Background: an optimization exercise with open tools, aiming at a short achievable clock period and few clock cycles. Do not read the settings as production practice. In this exercise RTL edits were held to simulation tests only and were not proved equivalent to the original. Power and IR drop assume default switching activity.

==> build 42 <==
// rv32i_mc
module rv32i_mc (
    input clk,
    input rst,
    output wire [31:0] mem_addr,
    output wire [3:0] mem_wstrb,
    output wire [31:0] mem_wdata,
    input [31:0] mem_rdata
);
export LEC_CHECK = 0
export CAP_MARGIN = 20
export CORE_MARGIN = 2
export CORE_UTILIZATION = 40
export SLEW_MARGIN = 20
export SETUP_SLACK_MARGIN = 8.5
export ABC_CLOCK_PERIOD_IN_PS = 3000
create_clock -name core_clock -period 12.0 [get_ports {clk}]
standard.sh (not shown) runs the stock make flow with config.mk's settings and CLKGATE_MAP_FILE= SYNTH_SCRIPT=/design/flow/synth_recipe.tcl, a recipe that flattens the netlist after the stock synthesis.
==> flow/flow/run.sh <==
#!/bin/bash
# Standard layout (the standard.sh), with repair_timing aiming well below
# the design's clock period.
echo "export SETUP_SLACK_MARGIN = 8.5" >> config.mk
echo "export ABC_CLOCK_PERIOD_IN_PS = 3000" >> config.mk
bash standard.sh > standard.log 2>&1
==> inputs of trial 21, as changes to build 42 <==
--- a/flow/design.v
+++ b/flow/design.v
@@ -1,38 +1,7 @@
 `default_nettype none
 `timescale 1ns / 10ps
-module ks_add #(parameter W = 32, parameter L = 5) (
-    input [W-1:0] a,
-    input [W-1:0] b,
-    input cin,
-    output wire [W-1:0] sum,
-    output wire cout
-);
-  wire [W-1:0] p0 = a ^ b;
-  wire [W-1:0] g0 = a & b;
-  wire [(L+1)*W-1:0] G;
-  wire [(L+1)*W-1:0] P;
-  assign G[W-1:0] = {g0[W-1:1], g0[0] | (p0[0] & cin)};
-  assign P[W-1:0] = p0;
-  genvar l, i;
-  generate
-    for (l = 0; l < L; l = l + 1) begin : lvl
-      for (i = 0; i < W; i = i + 1) begin : bit_
-        if (i >= (1 << l)) begin : comb
-          assign G[(l+1)*W+i] = G[l*W+i] | (P[l*W+i] & G[l*W+i-(1<<l)]);
-          assign P[(l+1)*W+i] = P[l*W+i] & P[l*W+i-(1<<l)];
-        end else begin : pass
-          assign G[(l+1)*W+i] = G[l*W+i];
-          assign P[(l+1)*W+i] = P[l*W+i];
-        end
-      end
-    end
-  endgenerate
-  wire [W-1:0] c = {G[L*W +: W-1], cin};
-  assign sum = p0 ^ c;
-  assign cout = G[L*W+W-1];
-endmodule
 module alu (
     input [31:0] a,
     input [31:0] b,
     input        sub,       
     input        s_add,
@@ -48,17 +17,14 @@
     output wire [31:0] res,
     output wire eq,
     output wire lt,
     output wire ltu
 );
-  wire unused_c;
-  ks_add #(32) adder (.a(a), .b(b ^ {32{sub}}), .cin(sub), .sum(sum), .cout(unused_c));
-  wire [31:0] unused_d;
-  wire geu;
-  ks_add #(32) cmp (.a(a), .b(~b), .cin(1'b1), .sum(unused_d), .cout(geu));
-  assign ltu = !geu;
-  assign lt  = (a[31] ^ b[31]) ? a[31] : ltu;
+  assign sum = a + (b ^ {32{sub}}) + {31'b0, sub};
+  wire [32:0] diff = {1'b0, a} - {1'b0, b};
+  assign ltu = diff[32];
+  assign lt  = (a[31] ^ b[31]) ? a[31] : diff[31];
   assign eq  = (a == b);
   wire [31:0] sll = a << b[4:0];
   wire [31:0] srl = a >> b[4:0];
   wire [31:0] sra = $signed(a) >>> b[4:0];
   assign res = ({32{s_add}}  & sum)
@@ -180,58 +146,23 @@
     output wire [31:0] mem_addr,
     output wire [3:0] mem_wstrb,
     output wire [31:0] mem_wdata,
     input [31:0] mem_rdata
 );
-reg [31:0] fpc;      
-reg        fen;      
 reg [31:0] ma;       
-reg        bf;       
+reg        fv;       
+reg [31:0] nfa;      
 reg        av;       
-reg        afc;      
-reg [31:0] acw;      
-reg        afill;    
 reg [31:0] apc;      
 reg        apt;      
 assign mem_addr = ma;
-localparam BN = 4;
-reg [BN-1:0] bv;
-reg [29:0] bpc  [BN];
-reg [29:0] btgt [BN];
-reg [BN-1:0] bm;
-reg [29:0] btsel;
-integer bi;
-always @* begin
-  btsel = 30'b0;
-  for (bi = 0; bi < BN; bi = bi + 1) begin
-    bm[bi] = bv[bi] && (bpc[bi] == fpc[31:2]);
-    btsel = btsel | ({30{bm[bi]}} & btgt[bi]);
-  end
-end
-wire bhit = |bm;
-wire [31:0] fpc4;
-wire fpc4_c;
-ks_add #(32) fpc_inc (.a(fpc), .b(32'd4), .cin(1'b0), .sum(fpc4), .cout(fpc4_c));
-wire [31:0] pred = bhit ? {btsel, 2'b00} : fpc4;
-localparam CK = 5;
-localparam CN = 1 << CK;
-reg [CN-1:0] cv;
-reg [29-CK:0] ctag [CN];
-reg [31:0] cdat [CN];
-wire [CK-1:0] cidx = fpc[CK+1:2];
-wire chit = cv[cidx] && (ctag[cidx] == fpc[31:CK+2]);
-wire fok = fen && (chit || bf);      
-wire [31:0] incoming = afc ? acw : mem_rdata;
-wire [CK-1:0] fidx = apc[CK+1:2];
-always @(posedge clk) begin
-  if (rst) cv <= {CN{1'b0}};
-  else if (afill) cv[fidx] <= 1'b1;
-  if (afill) begin
-    ctag[fidx] <= apc[31:CK+2];
-    cdat[fidx] <= mem_rdata;
-  end
-end
+reg [15:0] bv;
+reg [25:0] btag [16];
+reg [29:0] btgt [16];
+wire [3:0] bidx = ma[5:2];
+wire bhit = bv[bidx] && (btag[bidx] == ma[31:6]);
+wire [31:0] pred = bhit ? {btgt[bidx], 2'b00} : ma + 32'd4;
 reg [3:0]   qv;      
 reg [127:0] qi;      
 reg [127:0] qp;      
 reg [3:0]   qt;      
 wire kill;           
@@ -254,11 +185,11 @@
       qi_n[32*qk +: 32] = pop ? qi_x[32*(qk+1) +: 32] : qi_x[32*qk +: 32];
       qp_n[32*qk +: 32] = pop ? qp_x[32*(qk+1) +: 32] : qp_x[32*qk +: 32];
       qt_n[qk] = pop ? qt_x[qk+1] : qt_x[qk];
       qv_n[qk] = 1'b1;
     end else begin
-      qi_n[32*qk +: 32] = incoming;
+      qi_n[32*qk +: 32] = mem_rdata;
       qp_n[32*qk +: 32] = apc;
       qt_n[qk] = apt;
       qv_n[qk] = push && qprev[qk];
     end
   end
@@ -269,11 +200,11 @@
   qt <= qt_n;
   if (rst || kill) qv <= 4'b0;
   else qv <= qv_n;
 end
 wire [2:0] qcnt = {2'b0, qv[0]} + {2'b0, qv[1]} + {2'b0, qv[2]} + {2'b0, qv[3]};
-wire room = ({1'b0, qcnt} + {3'b0, av} + {3'b0, fen}) <= 4'd3;
+wire room = ({1'b0, qcnt} + {3'b0, av} + {3'b0, fv}) <= 4'd3;
 wire        dv  = qv[0];
 wire [31:0] ir  = qi[31:0];
 wire [31:0] dpc = qp[31:0];
 wire        dpt = qt[0];
 wire dLUI, dAUIPC, dJAL, dJALR, dBR, dLD, dST, uses1, uses2, bReg, dWen, dLwen, dConst;
@@ -289,14 +220,12 @@
 wire [31:0] imm_x, imm_t, imm_u;
 immgen immgen (.instr(ir), .imm_x(imm_x), .imm_t(imm_t), .imm_u(imm_u));
 wire [4:0] rs1 = ir[19:15];
 wire [4:0] rs2 = ir[24:20];
 wire [4:0] rd  = ir[11:7];
-wire [31:0] tgt, pc4;
-wire tgt_c, pc4_c;
-ks_add #(32) tgt_add (.a(dpc), .b(imm_t), .cin(1'b0), .sum(tgt), .cout(tgt_c));
-ks_add #(32) pc4_add (.a(dpc), .b(32'd4), .cin(1'b0), .sum(pc4), .cout(pc4_c));
+wire [31:0] tgt = dpc + imm_t;
+wire [31:0] pc4 = dpc + 32'd4;
 reg        wV;       
 reg [4:0]  wRd;
 reg [31:0] wRes;
 reg        l2Wen;    
 reg [4:0]  l2Rd;
@@ -329,23 +258,27 @@
 wire redD = go && sTaken;
 wire dPt = dpt || sTaken;
 wire redE;
 assign pop = go;
 reg [31:0] eA, eB, eS, eConst, eTgt, eRtgt, ePc;
+reg        efA, efB, efS;
 reg        eSub, eAdd, eSll, eSrl, eSra, eSlt, eSltu, eXor, eOr, eAnd, eCst;
 reg [2:0]  eF3;
 reg        ePt, eBpt;
-wire [31:0] res;     
+reg [31:0] resF;     
 always @(posedge clk) begin
   if (rst) eV <= 1'b0;
   else eV <= go && !redE;
   eWen <= dWen; eLwen <= dLwen; eLD <= dLD; eST <= dST; eBR <= dBR;
   eJAL <= dJAL; eJALR <= dJALR;
   eRd <= rd;
-  eA <= fA ? res : r1;
-  eB <= !bReg ? imm_x : fB ? res : r2;
-  eS <= fB ? res : r2;
+  eA <= r1;
+  eB <= bReg ? r2 : imm_x;
+  eS <= r2;
+  efA <= fA && uses1;
+  efB <= fB && bReg;
+  efS <= fB && dST;
   eSub <= dSub; eAdd <= dAdd; eSll <= dSll; eSrl <= dSrl; eSra <= dSra;
   eSlt <= dSlt; eSltu <= dSltu; eXor <= dXor; eOr <= dOr; eAnd <= dAnd;
   eCst <= dConst;
   eConst <= dLUI ? imm_u : dAUIPC ? tgt : pc4;
   eF3 <= ir[14:12];
@@ -353,96 +286,61 @@
   eRtgt <= dPt ? pc4 : tgt;
   ePc <= dpc;
   ePt <= dPt;
   eBpt <= dpt;
 end
-wire [31:0] a = eA;
-wire [31:0] b = eB;
-wire [31:0] s = eS;
+wire [31:0] a = efA ? resF : eA;
+wire [31:0] b = efB ? resF : eB;
+wire [31:0] s = efS ? resF : eS;
 wire [31:0] sum, alures;
 wire eq, lt, ltu;
 alu alu (
   .a(a), .b(b), .sub(eSub),
   .s_add(eAdd), .s_sll(eSll), .s_srl(eSrl), .s_sra(eSra), .s_slt(eSlt),
   .s_sltu(eSltu), .s_xor(eXor), .s_or(eOr), .s_and(eAnd),
   .sum(sum), .res(alures), .eq(eq), .lt(lt), .ltu(ltu)
 );
-assign res = alures | ({32{eCst}} & eConst);
+wire [31:0] res = alures | ({32{eCst}} & eConst);
 wire cond = (eF3[2] ? (eF3[1] ? ltu : lt) : eq) ^ eF3[0];
 wire taken = eBR && cond;
 wire redB = eV && eBR && (cond ^ ePt);
 wire redJ = eV && eJALR;
 assign redE = redB || redJ;
 assign kill = redE || redD;
 wire ldst = eV && (eLD || eST);
 wire [31:0] sumc = {sum[31:1], sum[0] & !eJALR};
-wire [31:0] other = redD ? tgt : (fok ? pred : fpc);
+wire [31:0] other = redD ? tgt : (fv ? pred : nfa);
+wire issue = !ldst && (kill || room);
 always @(posedge clk) begin
   if (rst) begin
     ma <= 32'h1000;
-    fpc <= 32'h1000;
-    fen <= 1'b1;
-    bf <= 1'b1;
+    nfa <= 32'h1000;
+    fv <= 1'b1;
     av <= 1'b0;
-    afill <= 1'b0;
   end else begin
     ma <= redB ? eRtgt : (ldst || redJ) ? sumc : other;
-    fpc <= redB ? eRtgt : redJ ? sumc : other;
-    fen <= kill || room;
-    bf <= !ldst;
-    av <= fok && !kill;
-    afill <= fen && bf && !chit;
+    nfa <= redB ? eRtgt : redJ ? sumc : other;
+    fv <= issue;
+    av <= fv && !kill;
   end
-  afc <= chit;
-  acw <= cdat[cidx];
-  apc <= fpc;
+  apc <= ma;
   apt <= bhit;
 end
-reg [BN-1:0] em;      
-integer bj;
-always @* begin
-  for (bj = 0; bj < BN; bj = bj + 1)
-    em[bj] = bv[bj] && (bpc[bj] == ePc[31:2]);
-end
-reg        uwr, uclr;
-reg [BN-1:0] um;
-reg [29:0] upc;
-reg [29:0] utgt;
-reg [1:0] bptr;    
-always @(posedge clk) begin
-  if (rst) begin
-    uwr <= 1'b0;
-    uclr <= 1'b0;
-  end else begin
-    uwr <= eV && (eJAL || taken);
-    uclr <= eV && eBR && eBpt && !cond;
-  end
-  um <= em;
-  upc <= ePc[31:2];
-  utgt <= eTgt[31:2];
-end
-integer bk;
+wire bwr = eV && (eJAL || taken);
+wire bclr = eV && eBR && eBpt && !cond;
+wire [3:0] uidx = ePc[5:2];
 always @(posedge clk) begin
-  if (rst) begin
-    bv <= {BN{1'b0}};
-    bptr <= 0;
-  end else if (uwr) begin
-    if (um == 0) begin
-      bv[bptr] <= 1'b1;
-      bptr <= bptr + 1'b1;
-    end
-  end else if (uclr) begin
-    bv <= bv & ~um;
-  end
-  for (bk = 0; bk < BN; bk = bk + 1) begin
-    if (uwr && (um == 0 ? (bptr == bk) : um[bk])) begin
-      bpc[bk] <= upc;
-      btgt[bk] <= utgt;
-    end
+  if (rst) bv <= 16'b0;
+  else if (bwr) bv[uidx] <= 1'b1;
+  else if (bclr) bv[uidx] <= 1'b0;
+  if (bwr) begin
+    btag[uidx] <= ePc[31:6];
+    btgt[uidx] <= eTgt[31:2];
   end
 end
 always @(posedge clk) begin
+  resF <= res;
   wRes <= res;
   wRd <= eRd;
   if (rst) wV <= 1'b0;
   else wV <= eV && eWen;
 end
==> flow/run.sh (new file) <==
#!/bin/bash
# synth_recipe.tcl (not shown) runs the flow's synth.tcl, then flattens the netlist and writes it again
# the make line also repeats each setting of config.mk as NAME=value (left out here)
make -C /OpenROAD-flow-scripts/flow DESIGN_CONFIG=/design/flow/config.mk WORK_HOME=/design/flow/orfs CLKGATE_MAP_FILE= SYNTH_SCRIPT=/design/flow/synth_recipe.tcl finish
- SETUP_SLACK_MARGIN: 8.5 -> 5
removed: flow/flow/run.sh
removed: flow/standard.sh
==> results.toml <==
[critical_path]
r2r-start = "fpc[2]"

[timing]
fin_ws_ns = 7.73

[run_status]
status = "complete, no violations"

[yosys]
syn_area_per_cell_sq_um = 14.5
# the run above: build 42

==> results.toml <==
[floorplanning]
start_util_pct = 40.1

[final_layout]
nMultiInputCombCells = 6285

[yosys]
syn_area_per_cell_sq_um = 13.2
syn_inst = 10100

[route]
met1_length_um = 183000

[run_status]
status = "complete, no violations"

[timing]
fin_ws_ns = 5.12
final-hold-violation-count = 0

[critical_path]
r2r-start = "efB"
# the run above: trial 21

Testbench counts of build 42, summed over its fixed seeds: cycles 74,432.
Testbench counts of trial 21, summed over its fixed seeds: cycles 79,356.

========
==> inputs of v13 <==
rv32i_mc, a different RTL version from the one above (not shown whole).
export LEC_CHECK = 0
export CAP_MARGIN = 20
export CORE_MARGIN = 2
export CORE_UTILIZATION = 40
export SLEW_MARGIN = 20
export SETUP_SLACK_MARGIN = 8.5
export ABC_CLOCK_PERIOD_IN_PS = 3000
create_clock -name core_clock -period 12.0 [get_ports {clk}]
==> flow/flow/run.sh <==
#!/bin/bash
# Standard layout (the standard.sh), with repair_timing aiming well below
# the design's clock period.
echo "export SETUP_SLACK_MARGIN = 8.5" >> config.mk
echo "export ABC_CLOCK_PERIOD_IN_PS = 3000" >> config.mk
bash standard.sh > standard.log 2>&1
==> v23: changes against v13 <==
--- a/flow/design.v
+++ b/flow/design.v
@@ -74,20 +74,22 @@
 `default_nettype none
 `timescale 1ns / 10ps
 module immgen (
     input [31:0] instr,
     output wire [31:0] imm_x,
-    output wire [31:0] imm_t,
+    output wire [31:0] imm_b,
+    output wire [31:0] imm_j,
     output wire [31:0] imm_u
 );
 wire [31:0] Uimm = {instr[31:12], 12'b0};
 wire [31:0] Iimm = {{21{instr[31]}}, instr[30:20]};
 wire [31:0] Simm = {{21{instr[31]}}, instr[30:25], instr[11:7]};
 wire [31:0] Bimm = {{20{instr[31]}}, instr[7], instr[30:25], instr[11:8], 1'b0};
 wire [31:0] Jimm = {{12{instr[31]}}, instr[19:12], instr[20], instr[30:21], 1'b0};
 assign imm_x = (instr[6:5] == 2'b01) ? Simm : Iimm;
-assign imm_t = instr[2] ? (instr[3] ? Jimm : Uimm) : Bimm;
+assign imm_b = Bimm;
+assign imm_j = Jimm;
 assign imm_u = Uimm;
 endmodule
 `default_nettype none
 `timescale 1ns / 10ps
 module regfile (
@@ -180,14 +182,18 @@
     output wire [31:0] mem_addr,
     output wire [3:0] mem_wstrb,
     output wire [31:0] mem_wdata,
     input [31:0] mem_rdata
 );
+reg [31:0] fpc;      
+reg        fen;      
 reg [31:0] ma;       
-reg        fv;       
-reg [31:0] nfa;      
+reg        bf;       
 reg        av;       
+reg        afc;      
+reg [31:0] acw;      
+reg        afill;    
 reg [31:0] apc;      
 reg        apt;      
 assign mem_addr = ma;
 localparam BN = 4;
 reg [BN-1:0] bv;
@@ -197,26 +203,55 @@
 reg [29:0] btsel;
 integer bi;
 always @* begin
   btsel = 30'b0;
   for (bi = 0; bi < BN; bi = bi + 1) begin
-    bm[bi] = bv[bi] && (bpc[bi] == ma[31:2]);
+    bm[bi] = bv[bi] && (bpc[bi] == fpc[31:2]);
     btsel = btsel | ({30{bm[bi]}} & btgt[bi]);
   end
 end
 wire bhit = |bm;
-wire [31:0] ma4;
-wire ma4_c;
-ks_add #(32) ma_inc (.a(ma), .b(32'd4), .cin(1'b0), .sum(ma4), .cout(ma4_c));
-wire [31:0] pred = bhit ? {btsel, 2'b00} : ma4;
+wire [31:0] fpc4;
+wire fpc4_c;
+ks_add #(32) fpc_inc (.a(fpc), .b(32'd4), .cin(1'b0), .sum(fpc4), .cout(fpc4_c));
+wire [31:0] pred = bhit ? {btsel, 2'b00} : fpc4;
+localparam CK = 4;
+localparam CN = 1 << CK;
+reg [CN-1:0] cv;
+reg [29-CK:0] ctag [CN];
+reg [31:0] cdat [CN];
+reg        chit;     
+reg [31:0] cword;    
+wire fast = fen && chit && !av;
+wire fok = fen && (chit || bf);      
+wire slowok = fok && !fast;          
+wire [31:0] incoming = fast ? cword : afc ? acw : mem_rdata;
+wire [31:0] inpc = fast ? fpc : apc;
+wire        inpt = fast ? bhit : apt;
+wire [31:0] eRtgt_w;
+wire [CK-1:0] iP = pred[CK+1:2];
+wire [CK-1:0] iH = fpc[CK+1:2];
+wire [CK-1:0] iB = eRtgt_w[CK+1:2];
+wire hitP = cv[iP] && (ctag[iP] == pred[31:CK+2]);
+wire hitH = cv[iH] && (ctag[iH] == fpc[31:CK+2]);
+wire hitB = cv[iB] && (ctag[iB] == eRtgt_w[31:CK+2]);
+wire [CK-1:0] fidx = apc[CK+1:2];
+always @(posedge clk) begin
+  if (rst) cv <= {CN{1'b0}};
+  else if (afill) cv[fidx] <= 1'b1;
+  if (afill) begin
+    ctag[fidx] <= apc[31:CK+2];
+    cdat[fidx] <= mem_rdata;
+  end
+end
 reg [3:0]   qv;      
 reg [127:0] qi;      
 reg [127:0] qp;      
 reg [3:0]   qt;      
 wire kill;           
 wire pop;            
-wire push = av;
+wire push = av || fast;
 wire [4:0]   qv_x = {1'b0, qv};
 wire [159:0] qi_x = {32'b0, qi};
 wire [159:0] qp_x = {32'b0, qp};
 wire [4:0]   qt_x = {1'b0, qt};
 reg [3:0]   qv_n;
@@ -232,13 +267,13 @@
       qi_n[32*qk +: 32] = pop ? qi_x[32*(qk+1) +: 32] : qi_x[32*qk +: 32];
       qp_n[32*qk +: 32] = pop ? qp_x[32*(qk+1) +: 32] : qp_x[32*qk +: 32];
       qt_n[qk] = pop ? qt_x[qk+1] : qt_x[qk];
       qv_n[qk] = 1'b1;
     end else begin
-      qi_n[32*qk +: 32] = mem_rdata;
-      qp_n[32*qk +: 32] = apc;
-      qt_n[qk] = apt;
+      qi_n[32*qk +: 32] = incoming;
+      qp_n[32*qk +: 32] = inpc;
+      qt_n[qk] = inpt;
       qv_n[qk] = push && qprev[qk];
     end
   end
 end
 always @(posedge clk) begin
@@ -247,11 +282,11 @@
   qt <= qt_n;
   if (rst || kill) qv <= 4'b0;
   else qv <= qv_n;
 end
 wire [2:0] qcnt = {2'b0, qv[0]} + {2'b0, qv[1]} + {2'b0, qv[2]} + {2'b0, qv[3]};
-wire room = ({1'b0, qcnt} + {3'b0, av} + {3'b0, fv}) <= 4'd3;
+wire room = ({1'b0, qcnt} + {3'b0, av} + {3'b0, fen}) <= 4'd3;
 wire        dv  = qv[0];
 wire [31:0] ir  = qi[31:0];
 wire [31:0] dpc = qp[31:0];
 wire        dpt = qt[0];
 wire dLUI, dAUIPC, dJAL, dJALR, dBR, dLD, dST, uses1, uses2, bReg, dWen, dLwen, dConst;
@@ -262,18 +297,21 @@
   .isLD(dLD), .isST(dST), .uses1(uses1), .uses2(uses2), .bReg(bReg),
   .wen(dWen), .lwen(dLwen), .useConst(dConst),
   .sub(dSub), .s_add(dAdd), .s_sll(dSll), .s_srl(dSrl), .s_sra(dSra),
   .s_slt(dSlt), .s_sltu(dSltu), .s_xor(dXor), .s_or(dOr), .s_and(dAnd)
 );
-wire [31:0] imm_x, imm_t, imm_u;
-immgen immgen (.instr(ir), .imm_x(imm_x), .imm_t(imm_t), .imm_u(imm_u));
+wire [31:0] imm_x, imm_b, imm_j, imm_u;
+immgen immgen (.instr(ir), .imm_x(imm_x), .imm_b(imm_b), .imm_j(imm_j), .imm_u(imm_u));
 wire [4:0] rs1 = ir[19:15];
 wire [4:0] rs2 = ir[24:20];
 wire [4:0] rd  = ir[11:7];
-wire [31:0] tgt, pc4;
-wire tgt_c, pc4_c;
-ks_add #(32) tgt_add (.a(dpc), .b(imm_t), .cin(1'b0), .sum(tgt), .cout(tgt_c));
+wire [31:0] tgtB, tgtJ, tgtU, pc4;
+wire tgtB_c, tgtJ_c, tgtU_c, pc4_c;
+ks_add #(32) tgtB_add (.a(dpc), .b(imm_b), .cin(1'b0), .sum(tgtB), .cout(tgtB_c));
+ks_add #(32) tgtJ_add (.a(dpc), .b(imm_j), .cin(1'b0), .sum(tgtJ), .cout(tgtJ_c));
+ks_add #(32) tgtU_add (.a(dpc), .b(imm_u), .cin(1'b0), .sum(tgtU), .cout(tgtU_c));
+wire [31:0] tgt = ir[3] ? tgtJ : tgtB;    
 ks_add #(32) pc4_add (.a(dpc), .b(32'd4), .cin(1'b0), .sum(pc4), .cout(pc4_c));
 reg        wV;       
 reg [4:0]  wRd;
 reg [31:0] wRes;
 reg        l2Wen;    
@@ -307,10 +345,11 @@
 wire redD = go && sTaken;
 wire dPt = dpt || sTaken;
 wire redE;
 assign pop = go;
 reg [31:0] eA, eB, eS, eConst, eTgt, eRtgt, ePc;
+assign eRtgt_w = eRtgt;
 reg        eSub, eAdd, eSll, eSrl, eSra, eSlt, eSltu, eXor, eOr, eAnd, eCst;
 reg [2:0]  eF3;
 reg        ePt, eBpt;
 wire [31:0] res;     
 always @(posedge clk) begin
@@ -323,11 +362,11 @@
   eB <= !bReg ? imm_x : fB ? res : r2;
   eS <= fB ? res : r2;
   eSub <= dSub; eAdd <= dAdd; eSll <= dSll; eSrl <= dSrl; eSra <= dSra;
   eSlt <= dSlt; eSltu <= dSltu; eXor <= dXor; eOr <= dOr; eAnd <= dAnd;
   eCst <= dConst;
-  eConst <= dLUI ? imm_u : dAUIPC ? tgt : pc4;
+  eConst <= dLUI ? imm_u : dAUIPC ? tgtU : pc4;
   eF3 <= ir[14:12];
   eTgt <= tgt;
   eRtgt <= dPt ? pc4 : tgt;
   ePc <= dpc;
   ePt <= dPt;
@@ -351,25 +390,33 @@
 wire redJ = eV && eJALR;
 assign redE = redB || redJ;
 assign kill = redE || redD;
 wire ldst = eV && (eLD || eST);
 wire [31:0] sumc = {sum[31:1], sum[0] & !eJALR};
-wire [31:0] other = redD ? tgt : (fv ? pred : nfa);
-wire issue = !ldst && (kill || room);
+wire [31:0] other = redD ? tgt : (fok ? pred : fpc);
 always @(posedge clk) begin
   if (rst) begin
     ma <= 32'h1000;
-    nfa <= 32'h1000;
-    fv <= 1'b1;
+    fpc <= 32'h1000;
+    fen <= 1'b1;
+    bf <= 1'b1;
     av <= 1'b0;
+    afill <= 1'b0;
   end else begin
     ma <= redB ? eRtgt : (ldst || redJ) ? sumc : other;
-    nfa <= other;    
-    fv <= issue;
-    av <= fv && !kill;
+    fpc <= redB ? eRtgt : redJ ? sumc : other;
+    fen <= kill || room;
+    bf <= !ldst;
+    av <= slowok && !kill;
+    afill <= fen && bf && !chit;
   end
-  apc <= ma;
+  if (rst || (!redB && (redJ || redD))) chit <= 1'b0;
+  else chit <= redB ? hitB : fok ? hitP : hitH;
+  cword <= redB ? cdat[iB] : fok ? cdat[iP] : cdat[iH];
+  afc <= chit;
+  acw <= cword;
+  apc <= fpc;
   apt <= bhit;
 end
 reg [BN-1:0] em;      
 integer bj;
 always @* begin
==> v34: changes against v13 <==
--- a/flow/design.v
+++ b/flow/design.v
@@ -1,38 +1,7 @@
 `default_nettype none
 `timescale 1ns / 10ps
-module ks_add #(parameter W = 32, parameter L = 5) (
-    input [W-1:0] a,
-    input [W-1:0] b,
-    input cin,
-    output wire [W-1:0] sum,
-    output wire cout
-);
-  wire [W-1:0] p0 = a ^ b;
-  wire [W-1:0] g0 = a & b;
-  wire [(L+1)*W-1:0] G;
-  wire [(L+1)*W-1:0] P;
-  assign G[W-1:0] = {g0[W-1:1], g0[0] | (p0[0] & cin)};
-  assign P[W-1:0] = p0;
-  genvar l, i;
-  generate
-    for (l = 0; l < L; l = l + 1) begin : lvl
-      for (i = 0; i < W; i = i + 1) begin : bit_
-        if (i >= (1 << l)) begin : comb
-          assign G[(l+1)*W+i] = G[l*W+i] | (P[l*W+i] & G[l*W+i-(1<<l)]);
-          assign P[(l+1)*W+i] = P[l*W+i] & P[l*W+i-(1<<l)];
-        end else begin : pass
-          assign G[(l+1)*W+i] = G[l*W+i];
-          assign P[(l+1)*W+i] = P[l*W+i];
-        end
-      end
-    end
-  endgenerate
-  wire [W-1:0] c = {G[L*W +: W-1], cin};
-  assign sum = p0 ^ c;
-  assign cout = G[L*W+W-1];
-endmodule
 module alu (
     input [31:0] a,
     input [31:0] b,
     input        sub,       
     input        s_add,
@@ -48,17 +17,14 @@
     output wire [31:0] res,
     output wire eq,
     output wire lt,
     output wire ltu
 );
-  wire unused_c;
-  ks_add #(32) adder (.a(a), .b(b ^ {32{sub}}), .cin(sub), .sum(sum), .cout(unused_c));
-  wire [31:0] unused_d;
-  wire geu;
-  ks_add #(32) cmp (.a(a), .b(~b), .cin(1'b1), .sum(unused_d), .cout(geu));
-  assign ltu = !geu;
-  assign lt  = (a[31] ^ b[31]) ? a[31] : ltu;
+  assign sum = a + (b ^ {32{sub}}) + {31'b0, sub};
+  wire [32:0] diff = {1'b0, a} - {1'b0, b};
+  assign ltu = diff[32];
+  assign lt  = (a[31] ^ b[31]) ? a[31] : diff[31];
   assign eq  = (a == b);
   wire [31:0] sll = a << b[4:0];
   wire [31:0] srl = a >> b[4:0];
   wire [31:0] sra = $signed(a) >>> b[4:0];
   assign res = ({32{s_add}}  & sum)
@@ -187,29 +153,16 @@
 reg [31:0] nfa;      
 reg        av;       
 reg [31:0] apc;      
 reg        apt;      
 assign mem_addr = ma;
-localparam BN = 4;
-reg [BN-1:0] bv;
-reg [29:0] bpc  [BN];
-reg [29:0] btgt [BN];
-reg [BN-1:0] bm;
-reg [29:0] btsel;
-integer bi;
-always @* begin
-  btsel = 30'b0;
-  for (bi = 0; bi < BN; bi = bi + 1) begin
-    bm[bi] = bv[bi] && (bpc[bi] == ma[31:2]);
-    btsel = btsel | ({30{bm[bi]}} & btgt[bi]);
-  end
-end
-wire bhit = |bm;
-wire [31:0] ma4;
-wire ma4_c;
-ks_add #(32) ma_inc (.a(ma), .b(32'd4), .cin(1'b0), .sum(ma4), .cout(ma4_c));
-wire [31:0] pred = bhit ? {btsel, 2'b00} : ma4;
+reg [15:0] bv;
+reg [25:0] btag [16];
+reg [29:0] btgt [16];
+wire [3:0] bidx = ma[5:2];
+wire bhit = bv[bidx] && (btag[bidx] == ma[31:6]);
+wire [31:0] pred = bhit ? {btgt[bidx], 2'b00} : ma + 32'd4;
 reg [3:0]   qv;      
 reg [127:0] qi;      
 reg [127:0] qp;      
 reg [3:0]   qt;      
 wire kill;           
@@ -267,14 +220,12 @@
 wire [31:0] imm_x, imm_t, imm_u;
 immgen immgen (.instr(ir), .imm_x(imm_x), .imm_t(imm_t), .imm_u(imm_u));
 wire [4:0] rs1 = ir[19:15];
 wire [4:0] rs2 = ir[24:20];
 wire [4:0] rd  = ir[11:7];
-wire [31:0] tgt, pc4;
-wire tgt_c, pc4_c;
-ks_add #(32) tgt_add (.a(dpc), .b(imm_t), .cin(1'b0), .sum(tgt), .cout(tgt_c));
-ks_add #(32) pc4_add (.a(dpc), .b(32'd4), .cin(1'b0), .sum(pc4), .cout(pc4_c));
+wire [31:0] tgt = dpc + imm_t;
+wire [31:0] pc4 = dpc + 32'd4;
 reg        wV;       
 reg [4:0]  wRd;
 reg [31:0] wRes;
 reg        l2Wen;    
 reg [4:0]  l2Rd;
@@ -307,23 +258,27 @@
 wire redD = go && sTaken;
 wire dPt = dpt || sTaken;
 wire redE;
 assign pop = go;
 reg [31:0] eA, eB, eS, eConst, eTgt, eRtgt, ePc;
+reg        efA, efB, efS;
 reg        eSub, eAdd, eSll, eSrl, eSra, eSlt, eSltu, eXor, eOr, eAnd, eCst;
 reg [2:0]  eF3;
 reg        ePt, eBpt;
-wire [31:0] res;     
+reg [31:0] resF;     
 always @(posedge clk) begin
   if (rst) eV <= 1'b0;
   else eV <= go && !redE;
   eWen <= dWen; eLwen <= dLwen; eLD <= dLD; eST <= dST; eBR <= dBR;
   eJAL <= dJAL; eJALR <= dJALR;
   eRd <= rd;
-  eA <= fA ? res : r1;
-  eB <= !bReg ? imm_x : fB ? res : r2;
-  eS <= fB ? res : r2;
+  eA <= r1;
+  eB <= bReg ? r2 : imm_x;
+  eS <= r2;
+  efA <= fA && uses1;
+  efB <= fB && bReg;
+  efS <= fB && dST;
   eSub <= dSub; eAdd <= dAdd; eSll <= dSll; eSrl <= dSrl; eSra <= dSra;
   eSlt <= dSlt; eSltu <= dSltu; eXor <= dXor; eOr <= dOr; eAnd <= dAnd;
   eCst <= dConst;
   eConst <= dLUI ? imm_u : dAUIPC ? tgt : pc4;
   eF3 <= ir[14:12];
@@ -331,22 +286,22 @@
   eRtgt <= dPt ? pc4 : tgt;
   ePc <= dpc;
   ePt <= dPt;
   eBpt <= dpt;
 end
-wire [31:0] a = eA;
-wire [31:0] b = eB;
-wire [31:0] s = eS;
+wire [31:0] a = efA ? resF : eA;
+wire [31:0] b = efB ? resF : eB;
+wire [31:0] s = efS ? resF : eS;
 wire [31:0] sum, alures;
 wire eq, lt, ltu;
 alu alu (
   .a(a), .b(b), .sub(eSub),
   .s_add(eAdd), .s_sll(eSll), .s_srl(eSrl), .s_sra(eSra), .s_slt(eSlt),
   .s_sltu(eSltu), .s_xor(eXor), .s_or(eOr), .s_and(eAnd),
   .sum(sum), .res(alures), .eq(eq), .lt(lt), .ltu(ltu)
 );
-assign res = alures | ({32{eCst}} & eConst);
+wire [31:0] res = alures | ({32{eCst}} & eConst);
 wire cond = (eF3[2] ? (eF3[1] ? ltu : lt) : eq) ^ eF3[0];
 wire taken = eBR && cond;
 wire redB = eV && eBR && (cond ^ ePt);
 wire redJ = eV && eJALR;
 assign redE = redB || redJ;
@@ -361,61 +316,31 @@
     nfa <= 32'h1000;
     fv <= 1'b1;
     av <= 1'b0;
   end else begin
     ma <= redB ? eRtgt : (ldst || redJ) ? sumc : other;
-    nfa <= other;    
+    nfa <= redB ? eRtgt : redJ ? sumc : other;
     fv <= issue;
     av <= fv && !kill;
   end
   apc <= ma;
   apt <= bhit;
 end
-reg [BN-1:0] em;      
-integer bj;
-always @* begin
-  for (bj = 0; bj < BN; bj = bj + 1)
-    em[bj] = bv[bj] && (bpc[bj] == ePc[31:2]);
-end
-reg        uwr, uclr;
-reg [BN-1:0] um;
-reg [29:0] upc;
-reg [29:0] utgt;
-reg [1:0] bptr;    
+wire bwr = eV && (eJAL || taken);
+wire bclr = eV && eBR && eBpt && !cond;
+wire [3:0] uidx = ePc[5:2];
 always @(posedge clk) begin
-  if (rst) begin
-    uwr <= 1'b0;
-    uclr <= 1'b0;
-  end else begin
-    uwr <= eV && (eJAL || taken);
-    uclr <= eV && eBR && eBpt && !cond;
-  end
-  um <= em;
-  upc <= ePc[31:2];
-  utgt <= eTgt[31:2];
-end
-integer bk;
-always @(posedge clk) begin
-  if (rst) begin
-    bv <= {BN{1'b0}};
-    bptr <= 0;
-  end else if (uwr) begin
-    if (um == 0) begin
-      bv[bptr] <= 1'b1;
-      bptr <= bptr + 1'b1;
-    end
-  end else if (uclr) begin
-    bv <= bv & ~um;
-  end
-  for (bk = 0; bk < BN; bk = bk + 1) begin
-    if (uwr && (um == 0 ? (bptr == bk) : um[bk])) begin
-      bpc[bk] <= upc;
-      btgt[bk] <= utgt;
-    end
+  if (rst) bv <= 16'b0;
+  else if (bwr) bv[uidx] <= 1'b1;
+  else if (bclr) bv[uidx] <= 1'b0;
+  if (bwr) begin
+    btag[uidx] <= ePc[31:6];
+    btgt[uidx] <= eTgt[31:2];
   end
 end
 always @(posedge clk) begin
+  resF <= res;
   wRes <= res;
   wRd <= eRd;
   if (rst) wV <= 1'b0;
   else wV <= eV && eWen;
 end
==> flow/flow/run.sh (replaced) <==
#!/bin/bash
# Standard layout, with repair_timing aiming well below the design's period.
cat standard.sh > standard_sh_copy.log
echo "export SETUP_SLACK_MARGIN = 8" >> config.mk
echo "export ABC_CLOCK_PERIOD_IN_PS = 3000" >> config.mk
bash standard.sh > standard.log 2>&1
--- a/flow/config.mk
+++ b/flow/config.mk
@@ -7,7 +7,7 @@
 export LEC_CHECK = 0
 export CAP_MARGIN = 20
 export CORE_MARGIN = 2
 export CORE_UTILIZATION = 40
 export SLEW_MARGIN = 20
-export SETUP_SLACK_MARGIN = 8.5
+export SETUP_SLACK_MARGIN = 8
 export ABC_CLOCK_PERIOD_IN_PS = 3000
==> metrics.md <==
| Metric | Value |
|---|---|
| Status | finished clean |
| Hold Crit Start | lF3[1] |
| Fin crit share | 33.3% |
| Comb power frac | 30.3% |
| Util after Layout | 47.5% |
| Initial antenna violation count | 22 |
| Met1 GRT Util | 40.5% |
The numbers above come from v13.

==> metrics.md <==
| Metric | Value |
|---|---|
| Met1 GRT Util | 38.6% |
| Fin crit share | 45.9% |
| Status | finished clean |
| Util after Layout | 47.6% |
The numbers above come from v34.

==> metrics.md <==
| Metric | Value |
|---|---|
| Status | finished clean |
| Util after Layout | 48.4% |
| Met1 GRT Util | 41.5% |
| Fin crit share | 37.6% |
| Initial antenna violation count | 52 |
The numbers above come from v23.

Testbench counts of v13, summed over its fixed seeds: cycles 79,356.
Testbench counts of v23, summed over its fixed seeds: cycles 74,218.
Testbench counts of v34, summed over its fixed seeds: cycles 79,356.

==> re-timing with driven ports <==
Ports are ideal in the flow. The routed layouts listed here were re-timed in OpenROAD.
Step 1 sets driving cells, clkbuf_16 on the clock port and buf_2 on the other inputs (assumed; they add their load-dependent delay and slew).
Step 2 also shifts input and output timing later by t, the mid clock arrival at the registers, as if the neighbouring blocks saw the same clock.
Three values: ideal ports, drivers, drivers and shift; two values: the first two.
| run | shift t [ns] | setup slack, ns | hold WS [ns] | latest minus earliest clock arrival (ns) |
|---|---|---|---|---|
| build 42 | 1.111 | 7.732 / 7.732 / 7.530 | 0.325 / 0.325 / 0.325 | 0.072 / 0.071 |
| trial 21 | 1.024 | 5.123 / 5.123 / 5.123 | 0.327 / 0.327 / 0.327 | 0.053 / 0.053 |
| v13 | 1.004 | 8.004 / 7.908 / 7.736 | 0.322 / 0.322 / 0.322 | 0.117 / 0.117 |
| v23 | 1.084 | 7.488 / 7.488 / 7.423 | 0.323 / 0.323 / 0.323 | 0.088 / 0.088 |
| v34 | 1.023 | 6.488 / 6.488 / 6.488 | 0.327 / 0.327 / 0.327 | 0.090 / 0.091 |
After both steps setup and hold are still met in every run listed. For v13, which loses most, drivers alone change the setup slack by -0.096 ns; drivers and shift together by -0.268 ns.
